What follows belongs to an exercise in optimizing a design on an open flow for small area; a production flow would make more cautious choices.
Only simulation tests tie the RTL to the original design; equivalence was not proved.
Power figures rest on the tool's default switching activity, not on a simulated workload.

==> inputs of quartz <==
// alu_top
module alu_top(
    input clk, clear,
    input [31:0]alu_in0, alu_in1,
    input [3:0]control_signal,
    output reg [31:0]alu_out,
    output zero_flag
    );
Settings: LEC_CHECK=0, ABC_AREA=1, CAP_MARGIN=10, CORE_MARGIN=2, CORE_UTILIZATION=40, GPL_TIMING_DRIVEN=0, SLEW_MARGIN=10, SYNTH_HIERARCHICAL=1; clock period 4.5 ns.
standard.sh (not shown) runs the stock make flow with config.mk's settings and CLKGATE_MAP_FILE= SYNTH_SCRIPT=/design/flow/synth_recipe.tcl, a recipe that flattens the netlist after the stock synthesis.
==> flow/flow/run.sh <==
#!/bin/bash
# Layout flow: the standard flow, with these changes in how the layout is made:
#  - synthesis maps with an area-oriented ABC script (strash; dch -f; amap -m)
#    and leaves adders to ABC (no separate full/half adder cells),
#  - port buffers use sky130_fd_sc_hd__buf_1,
#  - CTS uses small clock buffers and no dummy loads,
#  - floorplan removes synthesis buffers instead of sizing gates before placement,
#  - after global routing, gates with timing slack are sized down (RECOVER_POWER).
# Each tool's output goes to a log file of its own in this folder.
set -uo pipefail
cp -r "$FLOW_HOME/scripts" scripts_mod
printf 'strash\ndch -f\namap -m\ntopo\n' > scripts_mod/abc_area.script
cp scripts_mod/abc_area.script scripts_mod/abc_speed.script
export REMOVE_ABC_BUFFERS=1
export RECOVER_POWER=100
export BUFFER_PORTS_ARGS="-buffer_cell sky130_fd_sc_hd__buf_1"
export CTS_ARGS="-sink_clustering_enable -repair_clock_nets -dont_use_dummy_load -sink_clustering_size 32 -sink_clustering_max_diameter 300 -buf_list {sky130_fd_sc_hd__clkbuf_4}"
SCRIPTS_DIR="$PWD/scripts_mod" ADDER_MAP_FILE= bash standard.sh synth > synth.log 2>&1 || exit 1
bash standard.sh > layout.log 2>&1
==> inputs of sierra, as changes to quartz <==
--- a/flow/design.v
+++ b/flow/design.v
@@ -5,15 +5,22 @@
     output reg [31:0]alu_out,
     output zero_flag
     );
     wire [31:0] a = alu_in0;
     wire [31:0] b = alu_in1;
     wire sub, k_p, k_c, k_cn, k_g, k_gn, k_r, k_l, k_u, k_s, left, leftn, fill;
-    alu_dec u_dec(.op(control_signal), .a31(a[31]), .sub(sub), .k_p(k_p),
-        .k_c(k_c), .k_cn(k_cn), .k_g(k_g), .k_gn(k_gn), .k_r(k_r), .k_l(k_l),
+    wire subn, k_pn, k_rn, k_ln;
+    alu_dec u_dec(.op(control_signal), .a31(a[31]), .subn(subn), .k_pn(k_pn),
+        .k_cn(k_cn), .k_g(k_g), .k_rn(k_rn), .k_ln(k_ln),
         .k_u(k_u), .k_s(k_s), .left(left), .fill(fill));
+    alu_inv1 u_drv_sub(.a(subn), .y(sub));
+    alu_inv1 u_drv_p(.a(k_pn), .y(k_p));
+    alu_inv1 u_drv_c(.a(k_cn), .y(k_c));
+    alu_inv1 u_drv_g(.a(k_g), .y(k_gn));
+    alu_inv1 u_drv_r(.a(k_rn), .y(k_r));
+    alu_inv1 u_drv_l(.a(k_ln), .y(k_l));
     assign leftn = control_signal[1];
     wire [31:0] x, pn, gn;
     wire [32:0] c;
     alu_pg u_pg0(.a(a[0]), .b(b[0]), .sub(sub), .x(x[0]), .pn(pn[0]), .gn(gn[0]));
     alu_pg u_pg1(.a(a[1]), .b(b[1]), .sub(sub), .x(x[1]), .pn(pn[1]), .gn(gn[1]));
     alu_pg u_pg2(.a(a[2]), .b(b[2]), .sub(sub), .x(x[2]), .pn(pn[2]), .gn(gn[2]));
@@ -514,30 +521,28 @@
         if (clear)
             alu_out <= 32'b0;
         else
             alu_out <= res;
     end
 endmodule
-module alu_dec(input [3:0] op, input a31, output sub, k_p, k_c, k_cn, k_g, k_gn,
-               output k_r, k_l, k_u, k_s, left, fill);
+module alu_dec(input [3:0] op, input a31, output subn, k_pn, k_cn, k_g,
+               output k_rn, k_ln, k_u, k_s, left, fill);
     wire lo = ~op[3];
-    alu_subdec u_sub(.op(op), .sub(sub));                             
-    assign k_c = lo & ~op[2] & ~op[1];                                
-    assign k_cn = ~k_c;
-    assign k_gn = ~k_g;
+    alu_subdec u_sub(.op(op), .subn(subn));                           
+    assign k_cn = ~(lo & ~op[2] & ~op[1]);                            
     assign k_g = lo & ~op[2] & op[1];                                 
-    assign k_p = lo & ((~op[2] & ~op[1]) | (~op[2] & op[0]) | (op[2] & ~op[1] & ~op[0]));  
-    assign k_r = lo & op[2] & op[1];                                  
-    assign k_l = lo & op[2] & ~op[1] & op[0];                         
+    assign k_pn = ~(lo & ((~op[2] & ~op[1]) | (~op[2] & op[0]) | (op[2] & ~op[1] & ~op[0])));  
+    assign k_rn = ~(lo & op[2] & op[1]);                              
+    assign k_ln = ~(lo & op[2] & ~op[1] & op[0]);                     
     assign k_u = op[3] & ~op[2] & ~op[1] & ~op[0];                    
     assign k_s = op[3] & ~op[2] & ~op[1] & op[0];                     
     assign left = ~op[1];                                             
     assign fill = op[1] & op[0] & a31;                                
 endmodule
-module alu_subdec(input [3:0] op, output sub);
-    assign sub = op[3] | (op[0] & ~op[1]);
+module alu_subdec(input [3:0] op, output subn);
+    assign subn = ~(op[3] | (op[0] & ~op[1]));
 endmodule
 module alu_pg(input a, b, sub, output x, pn, gn);
     alu_xor2 u_x(.a(a), .b(b), .y(x));
     alu_xnor2 u_p(.a(x), .b(sub), .y(pn));
     alu_nand2 u_g(.a(b), .b(pn), .y(gn));
 endmodule
==> flow/flow/run.sh (replaced) <==
#!/bin/bash
# Layout flow: the standard flow, with these changes in how the layout is made:
#  - synthesis maps with an area-oriented ABC script (strash; dch -f; amap -m)
#    and leaves adders to ABC (no separate full/half adder cells),
#  - port buffers use sky130_fd_sc_hd__buf_1,
#  - CTS uses small clock buffers and no dummy loads.
# Each tool's output goes to a log file of its own in this folder.
set -uo pipefail
cp -r "$FLOW_HOME/scripts" scripts_mod
printf 'strash\ndch -f\namap -m\ntopo\n' > scripts_mod/abc_area.script
cp scripts_mod/abc_area.script scripts_mod/abc_speed.script
export BUFFER_PORTS_ARGS="-buffer_cell sky130_fd_sc_hd__buf_1"
export CTS_ARGS="-sink_clustering_enable -repair_clock_nets -dont_use_dummy_load -sink_clustering_size 32 -sink_clustering_max_diameter 300 -buf_list {sky130_fd_sc_hd__clkbuf_4}"
SCRIPTS_DIR="$PWD/scripts_mod" ADDER_MAP_FILE= bash standard.sh synth > synth.log 2>&1 || exit 1
bash standard.sh > layout.log 2>&1
==> notes <==
Power is about the same in sierra and quartz. Of sierra and quartz, sierra has the higher area after synthesis (gap about 0.4%, measured against quartz). Of sierra and quartz, quartz has the higher maximum frequency (gap about 0.9%, measured against quartz). Between quartz and sierra, the lower critical path depth is in quartz (gap 6). Against quartz, the sequential share of layout area of sierra is higher by 0.43 points. Clock-buffer cell count is the same in quartz and sierra.
==> figures <==
metric                                                                      sierra                     quartz
Overall die width                                                         106.9 um                   106.7 um
Slowest cell on the critical path                         sky130_fd_sc_hd__o21ai_0  sky130_fd_sc_hd__clkinv_1
Routed length on met3                                                      1861 um                    1874 um
Shortest clock period the worst path allows after layout                  4.290 ns                   4.249 ns
Outcome                                           no timing/DRC/antenna violations  no timing/DRC/antenna violations
Starting DRC count in detailed routing                                        1039                        848
Height of the die                                                         106.9 um                   106.7 um
Routed Wire Length                                                        18990 um                   18370 um
Power per cell area                                                  236.1 nW/um^2              229.5 nW/um^2
Multi-input gate share of the layout cell area                              68.63%                     67.82%
Area inside the core boundary                                           10320 um^2                 10280 um^2
Met1 routing resource usage after global routing                            47.76%                     46.50%
Placed instance count                                                          910                        915

## static timing again, ports no longer ideal
In the flow no input, the clock included, has a driving cell. The finished layouts below were timed again as built, in two steps. Step 1 assumes that a clkbuf_16 drives the clock port and a buf_2 every other input. Step 2 times the ports against the registers' clock, not the clock port: input delays grow and output delays shrink by t, the midpoint of the rising clock arrivals with the driver on. a / b / c = ideal ports / drivers / drivers and shift; a / b = the first two.
| run | shift t [ns] | setup WS [ns] | worst hold slack (ns) | slew at the worst register clock pin (ns) | worst slew at a driven data input, ns |
|---|---|---|---|---|---|
| quartz | 0.382 | 0.251 / 0.262 / -0.120 | 0.832 / 0.817 / 1.199 | 0.11 / 0.11 | 0.04 |
| sierra | 0.380 | 0.210 / 0.202 / -0.178 | 0.631 / 0.623 / 1.002 | 0.12 / 0.12 | 0.04 |
With both steps, setup timing fails in quartz and sierra, where it was met with ideal ports. For sierra, which loses most, drivers alone change the setup slack by -0.008 ns; drivers and shift together by -0.388 ns.
